What follows belongs to an exercise in optimizing a design on an open flow for small area and a short achievable clock period; a production flow would make more cautious choices.
Where RTL was checked, it was by simulation tests only, not by an equivalence proof against the original.
No functional check of the RTL was part of run 2.
Power is estimated from default activity; no workload was simulated.

==> flow/design.v, too long to show whole: its modules and the start of the top module <==
// module QE_M: 810 lines
// module qe_fa: 5 lines
// module qe_fs: 5 lines
// module qe_fc: 5 lines
// module qe_x2: 5 lines
// module qe_xn: 5 lines
// module qe_cy: 5 lines
// module qe_ha: 5 lines
module QE_M (clk, reset, in_a, in_b, in_c, in_x, mode, valid_in, last_input, valid_out, result);
  // ...
==> flow/flow/run.sh <==
#!/bin/bash
# The standard layout, with buf_4 cells as the port buffers.
bash standard.sh "BUFFER_PORTS_ARGS=-buffer_cell sky130_fd_sc_hd__buf_4" finish > standard.log 2>&1
==> flow/standard.sh <==
#!/bin/bash
# synth_recipe.tcl (not shown) runs the flow's synth.tcl, then flattens the netlist and writes it again
# the make line also repeats each setting of config.mk as NAME=value (left out here)
make -C /OpenROAD-flow-scripts/flow DESIGN_CONFIG=/design/flow/config.mk WORK_HOME=/design/flow/orfs CLKGATE_MAP_FILE= SYNTH_SCRIPT=/design/flow/synth_recipe.tcl "${@:-finish}"
==> flow/config.mk <==
export PLATFORM = sky130hd
export DESIGN_NAME = QE_M
export DESIGN_NICKNAME = QE_M
export VERILOG_FILES = /design/flow/design.v
export SDC_FILE = /design/flow/constraint.sdc
export NUM_CORES = 4
export LEC_CHECK = 0
export CAP_MARGIN = 20
export CORE_MARGIN = 2
export CORE_UTILIZATION = 40
export CTS_BUF_LIST = sky130_fd_sc_hd__clkbuf_8
export SETUP_SLACK_MARGIN = 4.1
export SLEW_MARGIN = 20
export SYNTH_HIERARCHICAL = 1
==> flow/constraint.sdc <==
create_clock -name core_clock -period 6.5 [get_ports {clk}]
set_input_delay 1.3000 -clock core_clock [delete_from_list [all_inputs] [get_ports {clk}]]
set_output_delay 1.3000 -clock core_clock [all_outputs]
set_load 0.01 [all_outputs]
==> qor.log, run 1 <==
INFO  finish         finalCoreUtilization=46.70%
INFO  sta            timing.clock.skew=10.78ps
INFO  synth          postSynthAreaPerCell=9.644µm²
INFO  power          largest_voltage_drop_on_the_vdd_net=174.0µV
INFO  sta            grt_setup_unrepaired=true
INFO  status         outcome=no timing/DRC/antenna violations
INFO  sta            finalSetupViolations=0
INFO  drt            wire_length_reported_by_the_detailed_router=16.90mm
INFO  power          post-layout-total-power=4.826mW
INFO  drt            top_layer=met4
INFO  finish         layout.nonclk_buf_share=5.002%
INFO  clocking       cts_buffers=17
INFO  finish         buffers=65
INFO  critical_path  crit_end=valid_out
INFO  finish         inverters=12
INFO  placement      dp_worst_setup_slack=3816ps
INFO  critical_path  r2r.worst_path.cells=8
INFO  power          seq_pwr_share=32.3%
INFO  sta            final_cycle_share=34.60%
INFO  power          power.internal=2.851mW
INFO  power          p_sw=1.975mW
INFO  power          clkPwrFrac=14.7%
INFO  power          powerComb=2.56mW
INFO  critical_path  end_kind=primary output
INFO  floorplanning  num_tap_cells=275
INFO  clocking       hold_buffers=0
INFO  finish         mostFrequentLayoutCells=xor2_1, dfxtp_1, nand2_1, buf_4, xnor2_1
INFO  synth          synth_top_flop_cell=dfxtp_1
INFO  finish         layout.clock.cell_area_share=4.040%
INFO  critical_path  cp_slowest_cell=dfrtp_1
INFO  synth          synthesis.yosys.warnings=7
INFO  power          p_clk=0.711mW
INFO  finish         stdcell_count=1203
INFO  floorplanning  die-width=149.3µm
INFO  sta            setup_tns=0ps
INFO  global_route   pin_count_of_the_biggest_net_entering_global_routing=27
INFO  drt            via_count=5848
INFO  synth          netlist_top_cells_area=dfxtp_1, xor2_1, fa_1, xnor2_1, nand2_1
INFO  finish         multi_input_combinational_area_share=54.91%
INFO  critical_path  critical_path.reg2reg.startpoint=R[1]
INFO  power          pwr.group.sequential=1.56mW
INFO  drt            met2_length=7.850mm
INFO  placement      finalWeightedCongestion=0.8139
INFO  synth          yosys.area_share.adder=8.768%
==> inputs of run 2 (changes only) <==
--- a/flow/design.v
+++ b/flow/design.v
@@ -224,17 +224,17 @@
 wire ta_17, ta_18, ta_19, ta_20, ta_21, ta_22, ta_23, ta_24;
 wire ta_25, ta_26, ta_27, ta_28, ta_29, ta_30, ta_31, ta_32;
 wire ta_33, ta_34, ta_35, ta_36, ta_37, ta_38, ta_39, ta_40;
 wire ta_41, ta_42, ta_43, ta_44, ta_45, ta_46, ta_47, ta_48;
 wire ta_49, ta_50, ta_51, ta_52, ta_53, ta_54, ta_55, ta_56;
 wire ta_57, ta_58, ta_59, ta_60, ta_61, ta_62, ta_63, ta_64;
 wire ta_65, ta_66, ta_67, ta_68, ta_69, ta_70, ta_71, ta_72;
 wire ta_73, ta_74, ta_75, ta_76, ta_77, ta_78, ta_79, ta_80;
-wire ta_81, ta_82, ta_83, ta_84, ta_85, ta_86;
+wire ta_81, ta_82;
 qe_xn ta_hx0 (.a(pa_0_5), .b(pa_1_4), .y(ta_1));
 assign ta_2 = pa_0_5 | pa_1_4;
 qe_fa ta_fa0 (.a(pa_0_6), .b(pa_1_5), .c(pa_2_4), .s(ta_3), .co(ta_4));
 qe_xn ta_hx1 (.a(pa_3_3), .b(pa_4_2), .y(ta_5));
 assign ta_6 = pa_3_3 | pa_4_2;
 qe_x2 ta_xp1 (.a(pa_0_7), .b(pa_1_6), .y(ta_73));
 qe_x2 ta_xs1 (.a(ta_73), .b(pa_2_5), .y(ta_7));
 qe_cy ta_cy1 (.a(pa_0_7), .b(pa_1_6), .c(pa_2_5), .p(ta_73), .co(ta_8));
@@ -242,116 +242,108 @@
 qe_x2 ta_xs2 (.a(ta_74), .b(pa_5_2), .y(ta_9));
 qe_cy ta_cy2 (.a(pa_3_4), .b(pa_4_3), .c(pa_5_2), .p(ta_74), .co(ta_10));
 qe_xn ta_hx2 (.a(pa_6_1), .b(pa_7_0), .y(ta_11));
 assign ta_12 = pa_6_1 | pa_7_0;
 qe_x2 ta_xp3 (.a(pa_1_7), .b(pa_2_6), .y(ta_75));
 qe_x2 ta_xs3 (.a(ta_75), .b(pa_3_5), .y(ta_13));
 qe_cy ta_cy3 (.a(pa_1_7), .b(pa_2_6), .c(pa_3_5), .p(ta_75), .co(ta_14));
 qe_fa ta_fa4 (.a(pa_4_4), .b(pa_5_3), .c(pa_6_2), .s(ta_15), .co(ta_16));
-qe_x2 ta_xp5 (.a(pa_2_7), .b(pa_3_6), .y(ta_76));
-qe_x2 ta_xs5 (.a(ta_76), .b(pa_4_5), .y(ta_17));
-qe_cy ta_cy5 (.a(pa_2_7), .b(pa_3_6), .c(pa_4_5), .p(ta_76), .co(ta_18));
+qe_fa ta_fa5 (.a(pa_2_7), .b(pa_3_6), .c(pa_4_5), .s(ta_17), .co(ta_18));
 qe_xn ta_hx3 (.a(pa_0_3), .b(pa_1_2), .y(ta_19));
 assign ta_20 = pa_0_3 | pa_1_2;
 qe_fa ta_fa6 (.a(pa_0_4), .b(pa_1_3), .c(pa_2_2), .s(ta_21), .co(ta_22));
 qe_xn ta_hx4 (.a(pa_3_1), .b(pa_4_0), .y(ta_23));
 assign ta_24 = pa_3_1 | pa_4_0;
 qe_fa ta_fa7 (.a(pa_2_3), .b(pa_3_2), .c(pa_4_1), .s(ta_25), .co(ta_26));
 qe_fa ta_fa8 (.a(pa_5_0), .b(bg[5]), .c(ta_1), .s(ta_27), .co(ta_28));
 qe_fa ta_fa9 (.a(pa_5_1), .b(pa_6_0), .c(bg[6]), .s(ta_29), .co(ta_30));
-qe_x2 ta_xp10 (.a(ta_2), .b(ta_5), .y(ta_77));
-qe_x2 ta_xs10 (.a(ta_77), .b(ta_3), .y(ta_31));
-qe_cy ta_cy10 (.a(ta_2), .b(ta_5), .c(ta_3), .p(ta_77), .co(ta_32));
-qe_x2 ta_xp11 (.a(bg[7]), .b(ta_6), .y(ta_78));
-qe_x2 ta_xs11 (.a(ta_78), .b(ta_11), .y(ta_33));
-qe_cy ta_cy11 (.a(bg[7]), .b(ta_6), .c(ta_11), .p(ta_78), .co(ta_34));
+qe_x2 ta_xp10 (.a(ta_2), .b(ta_5), .y(ta_76));
+qe_x2 ta_xs10 (.a(ta_76), .b(ta_3), .y(ta_31));
+qe_cy ta_cy10 (.a(ta_2), .b(ta_5), .c(ta_3), .p(ta_76), .co(ta_32));
+qe_fa ta_fa11 (.a(bg[7]), .b(ta_6), .c(ta_11), .s(ta_33), .co(ta_34));
 qe_fa ta_fa12 (.a(ta_7), .b(ta_9), .c(ta_4), .s(ta_35), .co(ta_36));
-qe_x2 ta_xp13 (.a(pa_7_1), .b(ta_12), .y(ta_79));
-qe_x2 ta_xs13 (.a(ta_79), .b(ta_13), .y(ta_37));
-qe_cy ta_cy13 (.a(pa_7_1), .b(ta_12), .c(ta_13), .p(ta_79), .co(ta_38));
+qe_x2 ta_xp13 (.a(pa_7_1), .b(ta_12), .y(ta_77));
+qe_x2 ta_xs13 (.a(ta_77), .b(ta_13), .y(ta_37));
+qe_cy ta_cy13 (.a(pa_7_1), .b(ta_12), .c(ta_13), .p(ta_77), .co(ta_38));
 qe_fa ta_fa14 (.a(ta_15), .b(ta_8), .c(ta_10), .s(ta_39), .co(ta_40));
 qe_fa ta_fa15 (.a(pa_5_4), .b(pa_6_3), .c(pa_7_2), .s(ta_41), .co(ta_42));
-qe_x2 ta_xp16 (.a(ta_17), .b(ta_14), .y(ta_80));
-qe_x2 ta_xs16 (.a(ta_80), .b(ta_16), .y(ta_43));
-qe_cy ta_cy16 (.a(ta_17), .b(ta_14), .c(ta_16), .p(ta_80), .co(ta_44));
+qe_x2 ta_xp16 (.a(ta_17), .b(ta_14), .y(ta_78));
+qe_x2 ta_xs16 (.a(ta_78), .b(ta_16), .y(ta_43));
+qe_cy ta_cy16 (.a(ta_17), .b(ta_14), .c(ta_16), .p(ta_78), .co(ta_44));
 qe_fa ta_fa17 (.a(pa_3_7), .b(pa_4_6), .c(pa_5_5), .s(ta_45), .co(ta_46));
-qe_x2 ta_xp18 (.a(pa_6_4), .b(pa_7_3), .y(ta_81));
-qe_x2 ta_xs18 (.a(ta_81), .b(ta_18), .y(ta_47));
-qe_cy ta_cy18 (.a(pa_6_4), .b(pa_7_3), .c(ta_18), .p(ta_81), .co(ta_48));
+qe_x2 ta_xp18 (.a(pa_6_4), .b(pa_7_3), .y(ta_79));
+qe_x2 ta_xs18 (.a(ta_79), .b(ta_18), .y(ta_47));
+qe_cy ta_cy18 (.a(pa_6_4), .b(pa_7_3), .c(ta_18), .p(ta_79), .co(ta_48));
 qe_fa ta_fa19 (.a(pa_4_7), .b(pa_5_6), .c(pa_6_5), .s(ta_49), .co(ta_50));
 qe_xn ta_hx5 (.a(pa_0_2), .b(pa_1_1), .y(ta_51));
 assign ta_52 = pa_0_2 | pa_1_1;
 qe_fa ta_fa20 (.a(pa_2_1), .b(pa_3_0), .c(bg[3]), .s(ta_53), .co(ta_54));
 qe_fa ta_fa21 (.a(bg[4]), .b(ta_20), .c(ta_23), .s(ta_55), .co(ta_56));
 qe_fa ta_fa22 (.a(ta_24), .b(ta_25), .c(ta_22), .s(ta_57), .co(ta_58));
-qe_x2 ta_xp23 (.a(ta_29), .b(ta_26), .y(ta_82));
-qe_x2 ta_xs23 (.a(ta_82), .b(ta_28), .y(ta_59));
-qe_cy ta_cy23 (.a(ta_29), .b(ta_26), .c(ta_28), .p(ta_82), .co(ta_60));
-qe_x2 ta_xp24 (.a(ta_30), .b(ta_33), .y(ta_83));
-qe_x2 ta_xs24 (.a(ta_83), .b(ta_32), .y(ta_61));
-qe_cy ta_cy24 (.a(ta_30), .b(ta_33), .c(ta_32), .p(ta_83), .co(ta_62));
-qe_x2 ta_xp25 (.a(ta_37), .b(ta_34), .y(ta_84));
-qe_x2 ta_xs25 (.a(ta_84), .b(ta_36), .y(ta_63));
-qe_cy ta_cy25 (.a(ta_37), .b(ta_34), .c(ta_36), .p(ta_84), .co(ta_64));
-qe_x2 ta_xp26 (.a(ta_41), .b(ta_38), .y(ta_85));
-qe_x2 ta_xs26 (.a(ta_85), .b(ta_43), .y(ta_65));
-qe_cy ta_cy26 (.a(ta_41), .b(ta_38), .c(ta_43), .p(ta_85), .co(ta_66));
-qe_x2 ta_xp27 (.a(ta_45), .b(ta_42), .y(ta_86));
-qe_x2 ta_xs27 (.a(ta_86), .b(ta_47), .y(ta_67));
-qe_cy ta_cy27 (.a(ta_45), .b(ta_42), .c(ta_47), .p(ta_86), .co(ta_68));
+qe_fa ta_fa23 (.a(ta_29), .b(ta_26), .c(ta_28), .s(ta_59), .co(ta_60));
+qe_x2 ta_xp24 (.a(ta_30), .b(ta_33), .y(ta_80));
+qe_x2 ta_xs24 (.a(ta_80), .b(ta_32), .y(ta_61));
+qe_cy ta_cy24 (.a(ta_30), .b(ta_33), .c(ta_32), .p(ta_80), .co(ta_62));
+qe_x2 ta_xp25 (.a(ta_37), .b(ta_34), .y(ta_81));
+qe_x2 ta_xs25 (.a(ta_81), .b(ta_36), .y(ta_63));
+qe_cy ta_cy25 (.a(ta_37), .b(ta_34), .c(ta_36), .p(ta_81), .co(ta_64));
+qe_x2 ta_xp26 (.a(ta_41), .b(ta_38), .y(ta_82));
+qe_x2 ta_xs26 (.a(ta_82), .b(ta_43), .y(ta_65));
+qe_cy ta_cy26 (.a(ta_41), .b(ta_38), .c(ta_43), .p(ta_82), .co(ta_66));
+qe_fa ta_fa27 (.a(ta_45), .b(ta_42), .c(ta_47), .s(ta_67), .co(ta_68));
 qe_fa ta_fa28 (.a(pa_7_4), .b(ta_49), .c(ta_46), .s(ta_69), .co(ta_70));
 qe_fa ta_fa29 (.a(pa_5_7), .b(pa_6_6), .c(pa_7_5), .s(ta_71), .co(ta_72));
 wire [7:0] xm = {X1[6:0], 1'b0};   
 integer i;
 wire tb_1, tb_2, tb_3, tb_4, tb_5, tb_6, tb_7, tb_8;
 wire tb_9, tb_10, tb_11, tb_12, tb_13, tb_14, tb_15, tb_16;
 wire tb_17, tb_18, tb_19, tb_20, tb_21, tb_22, tb_23, tb_24;
 wire tb_25, tb_26, tb_27, tb_28, tb_29, tb_30, tb_31, tb_32;
 wire tb_33, tb_34, tb_35, tb_36, tb_37, tb_38;
 qe_xn tb_hx0 (.a(T1a1), .b(T1b1), .y(tb_1));
 assign tb_2 = T1a1 | T1b1;
-qe_x2 tb_xp0 (.a(T1a2), .b(T1b2), .y(tb_27));
-qe_x2 tb_xs0 (.a(tb_27), .b(T1c2), .y(tb_3));
-qe_cy tb_cy0 (.a(T1a2), .b(T1b2), .c(T1c2), .p(tb_27), .co(tb_4));
-qe_x2 tb_xp1 (.a(T1a3), .b(T1b3), .y(tb_28));
-qe_x2 tb_xs1 (.a(tb_28), .b(T1c3), .y(tb_5));
-qe_cy tb_cy1 (.a(T1a3), .b(T1b3), .c(T1c3), .p(tb_28), .co(tb_6));
-qe_x2 tb_xp2 (.a(T1a4), .b(T1b4), .y(tb_29));
-qe_x2 tb_xs2 (.a(tb_29), .b(T1c4), .y(tb_7));
-qe_cy tb_cy2 (.a(T1a4), .b(T1b4), .c(T1c4), .p(tb_29), .co(tb_8));
-qe_x2 tb_xp3 (.a(T1a5), .b(T1b5), .y(tb_30));
-qe_x2 tb_xs3 (.a(tb_30), .b(T1c5), .y(tb_9));
-qe_cy tb_cy3 (.a(T1a5), .b(T1b5), .c(T1c5), .p(tb_30), .co(tb_10));
-qe_x2 tb_xp4 (.a(T1a6), .b(T1b6), .y(tb_31));
-qe_x2 tb_xs4 (.a(tb_31), .b(T1c6), .y(tb_11));
-qe_cy tb_cy4 (.a(T1a6), .b(T1b6), .c(T1c6), .p(tb_31), .co(tb_12));
-qe_x2 tb_xp5 (.a(T1a7), .b(T1b7), .y(tb_32));
-qe_x2 tb_xs5 (.a(tb_32), .b(T1c7), .y(tb_13));
-qe_cy tb_cy5 (.a(T1a7), .b(T1b7), .c(T1c7), .p(tb_32), .co(tb_14));
-qe_x2 tb_xp6 (.a(T1a8), .b(T1b8), .y(tb_33));
-qe_x2 tb_xs6 (.a(tb_33), .b(T1c8), .y(tb_15));
-qe_cy tb_cy6 (.a(T1a8), .b(T1b8), .c(T1c8), .p(tb_33), .co(tb_16));
-qe_x2 tb_xp7 (.a(T1a9), .b(T1b9), .y(tb_34));
-qe_x2 tb_xs7 (.a(tb_34), .b(T1c9), .y(tb_17));
-qe_cy tb_cy7 (.a(T1a9), .b(T1b9), .c(T1c9), .p(tb_34), .co(tb_18));
-qe_x2 tb_xp8 (.a(T1a10), .b(T1b10), .y(tb_35));
-qe_x2 tb_xs8 (.a(tb_35), .b(T1c10), .y(tb_19));
-qe_cy tb_cy8 (.a(T1a10), .b(T1b10), .c(T1c10), .p(tb_35), .co(tb_20));
-qe_x2 tb_xp9 (.a(T1a11), .b(T1b11), .y(tb_36));
-qe_x2 tb_xs9 (.a(tb_36), .b(T1c11), .y(tb_21));
-qe_cy tb_cy9 (.a(T1a11), .b(T1b11), .c(T1c11), .p(tb_36), .co(tb_22));
-qe_x2 tb_xp10 (.a(T1a12), .b(T1b12), .y(tb_37));
-qe_x2 tb_xs10 (.a(tb_37), .b(T1c12), .y(tb_23));
-qe_cy tb_cy10 (.a(T1a12), .b(T1b12), .c(T1c12), .p(tb_37), .co(tb_24));
+qe_x2 tb_xp0 (.a(T1a2), .b(T1b2), .y(tb_5));
+qe_x2 tb_xs0 (.a(tb_5), .b(T1c2), .y(tb_3));
+qe_cy tb_cy0 (.a(T1a2), .b(T1b2), .c(T1c2), .p(tb_5), .co(tb_4));
+qe_x2 tb_xp1 (.a(T1a3), .b(T1b3), .y(tb_8));
+qe_x2 tb_xs1 (.a(tb_8), .b(T1c3), .y(tb_6));
+qe_cy tb_cy1 (.a(T1a3), .b(T1b3), .c(T1c3), .p(tb_8), .co(tb_7));
+qe_x2 tb_xp2 (.a(T1a4), .b(T1b4), .y(tb_11));
+qe_x2 tb_xs2 (.a(tb_11), .b(T1c4), .y(tb_9));
+qe_cy tb_cy2 (.a(T1a4), .b(T1b4), .c(T1c4), .p(tb_11), .co(tb_10));
+qe_x2 tb_xp3 (.a(T1a5), .b(T1b5), .y(tb_14));
+qe_x2 tb_xs3 (.a(tb_14), .b(T1c5), .y(tb_12));
+qe_cy tb_cy3 (.a(T1a5), .b(T1b5), .c(T1c5), .p(tb_14), .co(tb_13));
+qe_x2 tb_xp4 (.a(T1a6), .b(T1b6), .y(tb_17));
+qe_x2 tb_xs4 (.a(tb_17), .b(T1c6), .y(tb_15));
+qe_cy tb_cy4 (.a(T1a6), .b(T1b6), .c(T1c6), .p(tb_17), .co(tb_16));
+qe_x2 tb_xp5 (.a(T1a7), .b(T1b7), .y(tb_20));
+qe_x2 tb_xs5 (.a(tb_20), .b(T1c7), .y(tb_18));
+qe_cy tb_cy5 (.a(T1a7), .b(T1b7), .c(T1c7), .p(tb_20), .co(tb_19));
+qe_x2 tb_xp6 (.a(T1a8), .b(T1b8), .y(tb_23));
+qe_x2 tb_xs6 (.a(tb_23), .b(T1c8), .y(tb_21));
+qe_cy tb_cy6 (.a(T1a8), .b(T1b8), .c(T1c8), .p(tb_23), .co(tb_22));
+qe_x2 tb_xp7 (.a(T1a9), .b(T1b9), .y(tb_26));
+qe_x2 tb_xs7 (.a(tb_26), .b(T1c9), .y(tb_24));
+qe_cy tb_cy7 (.a(T1a9), .b(T1b9), .c(T1c9), .p(tb_26), .co(tb_25));
+qe_x2 tb_xp8 (.a(T1a10), .b(T1b10), .y(tb_29));
+qe_x2 tb_xs8 (.a(tb_29), .b(T1c10), .y(tb_27));
+qe_cy tb_cy8 (.a(T1a10), .b(T1b10), .c(T1c10), .p(tb_29), .co(tb_28));
+qe_x2 tb_xp9 (.a(T1a11), .b(T1b11), .y(tb_32));
+qe_x2 tb_xs9 (.a(tb_32), .b(T1c11), .y(tb_30));
+qe_cy tb_cy9 (.a(T1a11), .b(T1b11), .c(T1c11), .p(tb_32), .co(tb_31));
+qe_x2 tb_xp10 (.a(T1a12), .b(T1b12), .y(tb_35));
+qe_x2 tb_xs10 (.a(tb_35), .b(T1c12), .y(tb_33));
+qe_cy tb_cy10 (.a(T1a12), .b(T1b12), .c(T1c12), .p(tb_35), .co(tb_34));
 qe_x2 tb_xp11 (.a(T1a13), .b(T1b13), .y(tb_38));
-qe_x2 tb_xs11 (.a(tb_38), .b(T1c13), .y(tb_25));
-qe_cy tb_cy11 (.a(T1a13), .b(T1b13), .c(T1c13), .p(tb_38), .co(tb_26));
-wire [15:0] SBa = {1'b1, T1a14, tb_25, tb_23, tb_21, tb_19, tb_17, tb_15, tb_13, tb_11, tb_9, tb_7, tb_5, tb_2, T1c1, T1a0};
-wire [15:0] SBb = {1'b1, tb_26, tb_24, tb_22, tb_20, tb_18, tb_16, tb_14, tb_12, tb_10, tb_8, tb_6, tb_4, tb_3, tb_1, T1b0};
+qe_x2 tb_xs11 (.a(tb_38), .b(T1c13), .y(tb_36));
+qe_cy tb_cy11 (.a(T1a13), .b(T1b13), .c(T1c13), .p(tb_38), .co(tb_37));
+wire [15:0] SBa = {1'b1, T1a14, tb_36, tb_33, tb_30, tb_27, tb_24, tb_21, tb_18, tb_15, tb_12, tb_9, tb_6, tb_2, T1c1, T1a0};
+wire [15:0] SBb = {1'b1, tb_37, tb_34, tb_31, tb_28, tb_25, tb_22, tb_19, tb_16, tb_13, tb_10, tb_7, tb_4, tb_3, tb_1, T1b0};
 wire [15:0] SBs;
 wire [15:0] te_cp_p, te_cp_g, te_cp_c;
 qe_x2 te_cp_px0 (.a(SBa[0]), .b(SBb[0]), .y(te_cp_p[0]));
 assign te_cp_g[0] = ~(SBa[0] | SBb[0]);
 qe_x2 te_cp_px1 (.a(SBa[1]), .b(SBb[1]), .y(te_cp_p[1]));
 assign te_cp_g[1] = ~(SBa[1] | SBb[1]);
 qe_x2 te_cp_px2 (.a(SBa[2]), .b(SBb[2]), .y(te_cp_p[2]));
 assign te_cp_g[2] = ~(SBa[2] | SBb[2]);
@@ -577,18 +569,17 @@
 wire tc_65, tc_66, tc_67, tc_68, tc_69, tc_70, tc_71, tc_72;
 wire tc_73, tc_74, tc_75, tc_76, tc_77, tc_78, tc_79, tc_80;
 wire tc_81, tc_82, tc_83, tc_84, tc_85, tc_86, tc_87, tc_88;
 wire tc_89, tc_90, tc_91, tc_92, tc_93, tc_94, tc_95, tc_96;
 wire tc_97, tc_98, tc_99, tc_100, tc_101, tc_102, tc_103, tc_104;
 wire tc_105, tc_106, tc_107, tc_108, tc_109, tc_110, tc_111, tc_112;
 wire tc_113, tc_114, tc_115, tc_116, tc_117, tc_118, tc_119, tc_120;
 wire tc_121, tc_122, tc_123, tc_124, tc_125, tc_126, tc_127, tc_128;
-wire tc_129, tc_130, tc_131, tc_132, tc_133, tc_134, tc_135, tc_136;
-wire tc_137;
+wire tc_129, tc_130, tc_131, tc_132, tc_133, tc_134, tc_135;
 qe_xn tc_hx0 (.a(pc_neg_0), .b(C2[0]), .y(tc_1));
 assign tc_2 = pc_neg_0 | C2[0];
 qe_xn tc_hx1 (.a(C2[1]), .b(pc_acc_1_1), .y(tc_3));
 assign tc_4 = C2[1] | pc_acc_1_1;
 qe_x2 tc_xp0 (.a(pc_neg_1), .b(C2[2]), .y(tc_117));
 qe_x2 tc_xs0 (.a(tc_117), .b(pc_acc_2_2), .y(tc_5));
 qe_cy tc_cy0 (.a(pc_neg_1), .b(C2[2]), .c(pc_acc_2_2), .p(tc_117), .co(tc_6));
 qe_xn tc_hx2 (.a(C2[3]), .b(pc_acc_2_3), .y(tc_7));
@@ -665,46 +656,42 @@
 qe_cy tc_cy26 (.a(tc_48), .b(tc_51), .c(tc_49), .p(tc_127), .co(tc_84));
 qe_xn tc_hx15 (.a(pc_0_0), .b(tc_1), .y(tc_85));
 assign tc_86 = pc_0_0 | tc_1;
 qe_fa tc_fa27 (.a(tc_54), .b(tc_3), .c(tc_55), .s(tc_87), .co(tc_88));
 qe_fa tc_fa28 (.a(tc_4), .b(tc_56), .c(tc_57), .s(tc_89), .co(tc_90));
 qe_fa tc_fa29 (.a(tc_7), .b(tc_59), .c(tc_58), .s(tc_91), .co(tc_92));
 qe_fa tc_fa30 (.a(tc_9), .b(tc_61), .c(tc_60), .s(tc_93), .co(tc_94));
 qe_fa tc_fa31 (.a(tc_11), .b(tc_62), .c(tc_63), .s(tc_95), .co(tc_96));
-qe_x2 tc_xp32 (.a(tc_15), .b(tc_64), .y(tc_128));
-qe_x2 tc_xs32 (.a(tc_128), .b(tc_65), .y(tc_97));
-qe_cy tc_cy32 (.a(tc_15), .b(tc_64), .c(tc_65), .p(tc_128), .co(tc_98));
-qe_x2 tc_xp33 (.a(tc_17), .b(tc_66), .y(tc_129));
-qe_x2 tc_xs33 (.a(tc_129), .b(tc_67), .y(tc_99));
-qe_cy tc_cy33 (.a(tc_17), .b(tc_66), .c(tc_67), .p(tc_129), .co(tc_100));
-qe_x2 tc_xp34 (.a(tc_18), .b(tc_68), .y(tc_130));
-qe_x2 tc_xs34 (.a(tc_130), .b(tc_69), .y(tc_101));
-qe_cy tc_cy34 (.a(tc_18), .b(tc_68), .c(tc_69), .p(tc_130), .co(tc_102));
-qe_x2 tc_xp35 (.a(tc_22), .b(tc_71), .y(tc_131));
-qe_x2 tc_xs35 (.a(tc_131), .b(tc_70), .y(tc_103));
-qe_cy tc_cy35 (.a(tc_22), .b(tc_71), .c(tc_70), .p(tc_131), .co(tc_104));
-qe_x2 tc_xp36 (.a(tc_26), .b(tc_73), .y(tc_132));
-qe_x2 tc_xs36 (.a(tc_132), .b(tc_72), .y(tc_105));
-qe_cy tc_cy36 (.a(tc_26), .b(tc_73), .c(tc_72), .p(tc_132), .co(tc_106));
-qe_x2 tc_xp37 (.a(tc_30), .b(tc_75), .y(tc_133));
-qe_x2 tc_xs37 (.a(tc_133), .b(tc_74), .y(tc_107));
-qe_cy tc_cy37 (.a(tc_30), .b(tc_75), .c(tc_74), .p(tc_133), .co(tc_108));
-qe_x2 tc_xp38 (.a(tc_34), .b(tc_77), .y(tc_134));
-qe_x2 tc_xs38 (.a(tc_134), .b(tc_76), .y(tc_109));
-qe_cy tc_cy38 (.a(tc_34), .b(tc_77), .c(tc_76), .p(tc_134), .co(tc_110));
-qe_x2 tc_xp39 (.a(tc_38), .b(tc_79), .y(tc_135));
-qe_x2 tc_xs39 (.a(tc_135), .b(tc_78), .y(tc_111));
-qe_cy tc_cy39 (.a(tc_38), .b(tc_79), .c(tc_78), .p(tc_135), .co(tc_112));
-qe_x2 tc_xp40 (.a(tc_42), .b(tc_81), .y(tc_136));
-qe_x2 tc_xs40 (.a(tc_136), .b(tc_80), .y(tc_113));
-qe_cy tc_cy40 (.a(tc_42), .b(tc_81), .c(tc_80), .p(tc_136), .co(tc_114));
-qe_x2 tc_xp41 (.a(tc_46), .b(tc_83), .y(tc_137));
-qe_x2 tc_xs41 (.a(tc_137), .b(tc_82), .y(tc_115));
-qe_cy tc_cy41 (.a(tc_46), .b(tc_83), .c(tc_82), .p(tc_137), .co(tc_116));
+qe_fa tc_fa32 (.a(tc_15), .b(tc_64), .c(tc_65), .s(tc_97), .co(tc_98));
+qe_x2 tc_xp33 (.a(tc_17), .b(tc_66), .y(tc_128));
+qe_x2 tc_xs33 (.a(tc_128), .b(tc_67), .y(tc_99));
+qe_cy tc_cy33 (.a(tc_17), .b(tc_66), .c(tc_67), .p(tc_128), .co(tc_100));
+qe_fa tc_fa34 (.a(tc_18), .b(tc_68), .c(tc_69), .s(tc_101), .co(tc_102));
+qe_x2 tc_xp35 (.a(tc_22), .b(tc_71), .y(tc_129));
+qe_x2 tc_xs35 (.a(tc_129), .b(tc_70), .y(tc_103));
+qe_cy tc_cy35 (.a(tc_22), .b(tc_71), .c(tc_70), .p(tc_129), .co(tc_104));
+qe_x2 tc_xp36 (.a(tc_26), .b(tc_73), .y(tc_130));
+qe_x2 tc_xs36 (.a(tc_130), .b(tc_72), .y(tc_105));
+qe_cy tc_cy36 (.a(tc_26), .b(tc_73), .c(tc_72), .p(tc_130), .co(tc_106));
+qe_x2 tc_xp37 (.a(tc_30), .b(tc_75), .y(tc_131));
+qe_x2 tc_xs37 (.a(tc_131), .b(tc_74), .y(tc_107));
+qe_cy tc_cy37 (.a(tc_30), .b(tc_75), .c(tc_74), .p(tc_131), .co(tc_108));
+qe_x2 tc_xp38 (.a(tc_34), .b(tc_77), .y(tc_132));
+qe_x2 tc_xs38 (.a(tc_132), .b(tc_76), .y(tc_109));
+qe_cy tc_cy38 (.a(tc_34), .b(tc_77), .c(tc_76), .p(tc_132), .co(tc_110));
+qe_x2 tc_xp39 (.a(tc_38), .b(tc_79), .y(tc_133));
+qe_x2 tc_xs39 (.a(tc_133), .b(tc_78), .y(tc_111));
+qe_cy tc_cy39 (.a(tc_38), .b(tc_79), .c(tc_78), .p(tc_133), .co(tc_112));
+qe_x2 tc_xp40 (.a(tc_42), .b(tc_81), .y(tc_134));
+qe_x2 tc_xs40 (.a(tc_134), .b(tc_80), .y(tc_113));
+qe_cy tc_cy40 (.a(tc_42), .b(tc_81), .c(tc_80), .p(tc_134), .co(tc_114));
+qe_x2 tc_xp41 (.a(tc_46), .b(tc_83), .y(tc_135));
+qe_x2 tc_xs41 (.a(tc_135), .b(tc_82), .y(tc_115));
+qe_cy tc_cy41 (.a(tc_46), .b(tc_83), .c(tc_82), .p(tc_135), .co(tc_116));
 always @(posedge clk) begin
 	T1a14 <= pa_7_7;
 	T1a13 <= pa_6_7;
 	T1b13 <= pa_7_6;
 	T1c13 <= ta_72;
 	T1a12 <= ta_71;
 	T1b12 <= ta_50;
 	T1c12 <= ta_70;
==> flow/flow/run.sh (replaced) <==
#!/bin/bash
# The standard layout, with buf_2 cells as the port buffers.
bash standard.sh "BUFFER_PORTS_ARGS=-buffer_cell sky130_fd_sc_hd__buf_2" finish > standard.log 2>&1
==> flow/config.mk (replaced) <==
export PLATFORM = sky130hd
export DESIGN_NAME = QE_M
export DESIGN_NICKNAME = QE_M
export VERILOG_FILES = /design/flow/design.v
export SDC_FILE = /design/flow/constraint.sdc
export NUM_CORES = 4
export LEC_CHECK = 0
export CAP_MARGIN = 20
export CORE_MARGIN = 2
export CORE_UTILIZATION = 40
export CTS_BUF_LIST = sky130_fd_sc_hd__clkbuf_8
export SETUP_SLACK_MARGIN = 4
export SLEW_MARGIN = 20
export SYNTH_HIERARCHICAL = 1
==> qor.log, run 2 <==
INFO  global_route   gr-total-overflow=0
INFO  global_route   antenna_found_initial=0
INFO  drt            ant_nets=0
INFO  floorplanning  initial_core_util=40.39%
INFO  clocking       clock_sinks=154
INFO  synth          largest_area_contributor_in_the_synthesized_netlist=dfxtp_1
INFO  drt            via_count=5778 [-1.2%]
INFO  sta            final_cycle_share=37.65% [+3.0 points]
INFO  sta            timing.fmax=0.4086GHz
INFO  clocking       clk_latency_worst_skew_pair=450ps
INFO  drt            drcViolationCount=0
INFO  sta            timing_hold_violations_final=0
INFO  clocking       clkTransAtPathRegs=90ps
INFO  critical_path  cp_num_cells=4
INFO  finish         mostFrequentLayoutCells=xor2_1, dfxtp_1, nand2_1, buf_2, xnor2_1
INFO  drt            detailedRoute.firstPassIterationCount=4
INFO  global_route   grt_first_pass_wirelength=28.19mm
INFO  power          p_leak=3.776nW
INFO  critical_path  end_kind=flop
INFO  finish         fin_nets=976
INFO  critical_path  critPathArrivalTime=2830ps
INFO  placement      hpwlAfterDp=12.52mm
INFO  run            maxCapViolCount=0
INFO  worst_hold_path worstHoldPathType=reg -> reg
INFO  sta            worst_slew_pin_slew=607.1ps
INFO  global_route   grt_pass1_vias=5681
INFO  synth          postSynthAreaPerCell=9.734µm² [+0.94%]
INFO  synth          synthDistinctLibCells=53
INFO  synth          synthesis.yosys.warnings=7 [unchanged]
INFO  sta            timing.clock.skew=18.11ps [+7.324 ps]
INFO  synth          synth-seq-area-share=36.97%
INFO  synth          number_of_enable_flip_flop_cells_after_synthesis=0
INFO  critical_path  timing.critical_path.slowest_cell_delay=530ps
INFO  synth          synth-async-reset-ratio=3.247%
INFO  status         outcome=no timing/DRC/antenna violations
INFO  sta            timing.final.max_slew_violations=0
INFO  floorplanning  die-width=149.0µm [-0.22%]
INFO  critical_path  crit_chain=buf_2 -> nand2b_4 -> fa_1 -> fa_2
INFO  synth          netlist_instances=864
INFO  critical_path  reg2reg_slack=4110ps
INFO  placement      buffer_ports.inserted=53
INFO  critical_path  cp_bufs_invs=1
INFO  critical_path  path_class=in -> reg
INFO  sta            grt_setup_unrepaired=false
INFO  critical_path  critical_path.reg2reg.startpoint=bo[1]
INFO  global_route   globalRouteTotalUtil=16.00%
INFO  critical_path  worstPathRequired=6880ps
INFO  critical_path  critPathTopFamily=adder cells
INFO  clocking       ctsRootBufferMaster=clkbuf_8
INFO  sta            fin_worst_hold_slack=323.3ps
INFO  synth          synthesis.area=8411µm²
INFO  power          largest_voltage_drop_on_the_vdd_net=180.2µV [+3.6%]
INFO  synth          ys_ff_latch=154
INFO  drt            vias_per_cell=4.880
INFO  critical_path  r2r_end=S3b8
INFO  finish         syn_to_final_growth=13.12%
INFO  critical_path  r2r.worst_path.cells=5 [-3]
INFO  synth          synth.top_cell.area_share=35.47%
INFO  clocking       clock_tree.htree_level_count=4
INFO  sta            setup_tns=0ps [unchanged]
INFO  synth          synth_top_flop_cell=dfxtp_1
INFO  clocking       cts_buffers=17 [unchanged]
INFO  worst_hold_path timing.hold.worst_endpoint=C2[1]
INFO  finish         mostFrequentLayoutCell=xor2_1
INFO  clocking       cts.path.max_buffers=2
INFO  drt            drt_iter0_drc=257
INFO  sta            layout_min_cycle_time=2447ps
INFO  critical_path  setup.worst_path.start_class=input pin
INFO  floorplanning  rows=53
INFO  floorplanning  die_footprint=22200µm²
INFO  sta            finalSetupViolations=0 [unchanged]
INFO  synth          synth_commonest_cells=xor2_1, dfxtp_1, nand2_1
INFO  finish         fill_cells=2040
INFO  finish         diodes=0
INFO  finish         biggestRegsByFlops=R (16), Y (16)
INFO  finish         final_layout_size_suffix_gt1_share=15.95%
INFO  sta            slew_headroom=59.47%
INFO  critical_path  critical_path.max_fanout=26
INFO  floorplanning  chipHeight=149.0µm
INFO  clocking       cts_tree=yes
INFO  drt            wire_length_reported_by_the_detailed_router=16.65mm [-1.4%]
INFO  worst_hold_path holdPathStages=0
INFO  power          power.density_cell_area=498.3nW/µm²
INFO  drt            routed_wire_length_per_instance=14.06µm
INFO  synth          synthMostInstantiatedCell=xor2_1
INFO  floorplanning  placeableCoreArea=20820µm²
INFO  floorplanning  io_pins=54
INFO  worst_hold_path hold_start=C1[1]
INFO  global_route   pin_count_of_the_biggest_net_entering_global_routing=27 [unchanged]
INFO  critical_path  cp_slowest_cell=fa_2
INFO  synth          netlist_top_cells_area=dfxtp_1, xor2_1, fa_1, xnor2_1, nand2_1
INFO  placement      finalWeightedCongestion=0.8049 [-1.1%]
-- run 2: kinds of logic after synthesis --
kind of cell | count (synthesis) | share of synthesized area, %
compound gates | 159 | 13.84
xor+xnor | 224 | 23.33
fa+ha+maj | 43 | 10.24
buf+inv | 59 | 2.663
flops | 154 | 36.97
mux | 2 | 0.2678
other cells | 2 | 0.08929
simple gates | 221 | 12.62
-- run 2: through the flow --
step | worst slack, ps | cells | util [%] | total power [mW] | area (µm²)
after floorplan | 3852 | 866 | - | 3.407 | 8757
after global placement | 3628 | 1147 | 42.93 | 3.790 | 8939
after detailed placement | 3581 | 1147 | 42.93 | 3.843 | 8939
after CTS | 3969 | 1179 | 45.20 | 4.691 | 9413
after global routing | 3999 | 1184 | 45.69 | 5.138 | 9514
final | 4053 | 1184 | 45.69 | 4.741 | 9514
-- run 2: per-module statistics from Yosys (local to each module, per instance) --
module	cell area [µm²]	copies in the design
qe_cy	8.758	39
QE_M	5728	1
qe_xn	8.758	23
qe_x2	8.758	146
qe_fa	20.02	43
-- run 2: worst register-to-register path, cell delays in order, from the launching register on --
cell,delay (ps)
dfxtp_1,710
a21oi_1,170
xnor2_1,170
fa_1,540
xor2_1,210
fa_1,470
-- run 2: layout make-up --
cell class                      instances  area (µm²)  share of cell area [%]
Tap cell                              275       344.1                   3.617
Clock buffer                           17       234.0                   2.459
Sequential cell                       154        3118                   32.77
Clock inverter                         15       224.0                   2.354
Multi-Input combinational cell        653        5244                   55.12
Inverter                               12       47.55                  0.4997
Timing Repair Buffer                   58       302.8                   3.183
-- run 2: worst max path at each step --
stage	from	to	slack, ps
floorplan	in_a[2]	T1b9	3850
global placement	mode	T1c6	3630
detailed placement	mode	T1c6	3580
CTS	bo[0]	S3b8	3970
global route	T1b4	R[15]	4000
finish	mode	T1c6	4050
-- run 2: layer usage --
metal,share of wire (%),vias to the layer above,track usage [%]
met1,49,2743,21.60
li1,-,2922,-
met3,3.3,9,2.966
met5,0,-,0
met4,0.77,0,3.905
met2,47,104,26.61
-- run 2: power by group --
group	internal [mW]	switching [mW]	total (mW)
Combinational	1.12	1.25	2.37
Sequential	1.26	0.284	1.54
Clock	0.460	0.362	0.822
Total	2.84	1.90	4.74
-- run 2: what timing repair did --
item,CTS,global route
pin swaps,0,11
setup endpoints to repair,9,25
resized for setup,3,16
hold buffers,0,0
setup buffers,0,5

## port drivers added, routing unchanged
The flow's constraints put no driver on any port. The routed layouts listed below were extracted and timed again, unchanged, in two steps.
Step 1 assumes that a clkbuf_16 drives the clock port and a buf_2 every other input.
Step 2, shift: input delay + t, output delay - t, t = (earliest + latest rising clock arrival at the registers) / 2. This alone moves slack from input paths to output paths.
Three values: ideal, step 1, step 2; two values: the first two.
| run | t, ns | setup WS [ns] | worst hold slack (ns) | worst setup path at the end | worst data-port slew with drivers (ns) |
|---|---|---|---|---|---|
| run 1 | 0.478 | 4.251 / 4.215 / 3.794 | 0.329 / 0.329 / 0.329 | input to register | 0.05 |
| run 2 | 0.474 | 4.053 / 4.063 / 3.589 | 0.323 / 0.323 / 0.323 | input to register | 0.04 |
After both steps setup and hold are still met in every run listed. For run 2, which loses most, drivers alone change the setup slack by +0.010 ns; drivers and shift together by -0.464 ns.
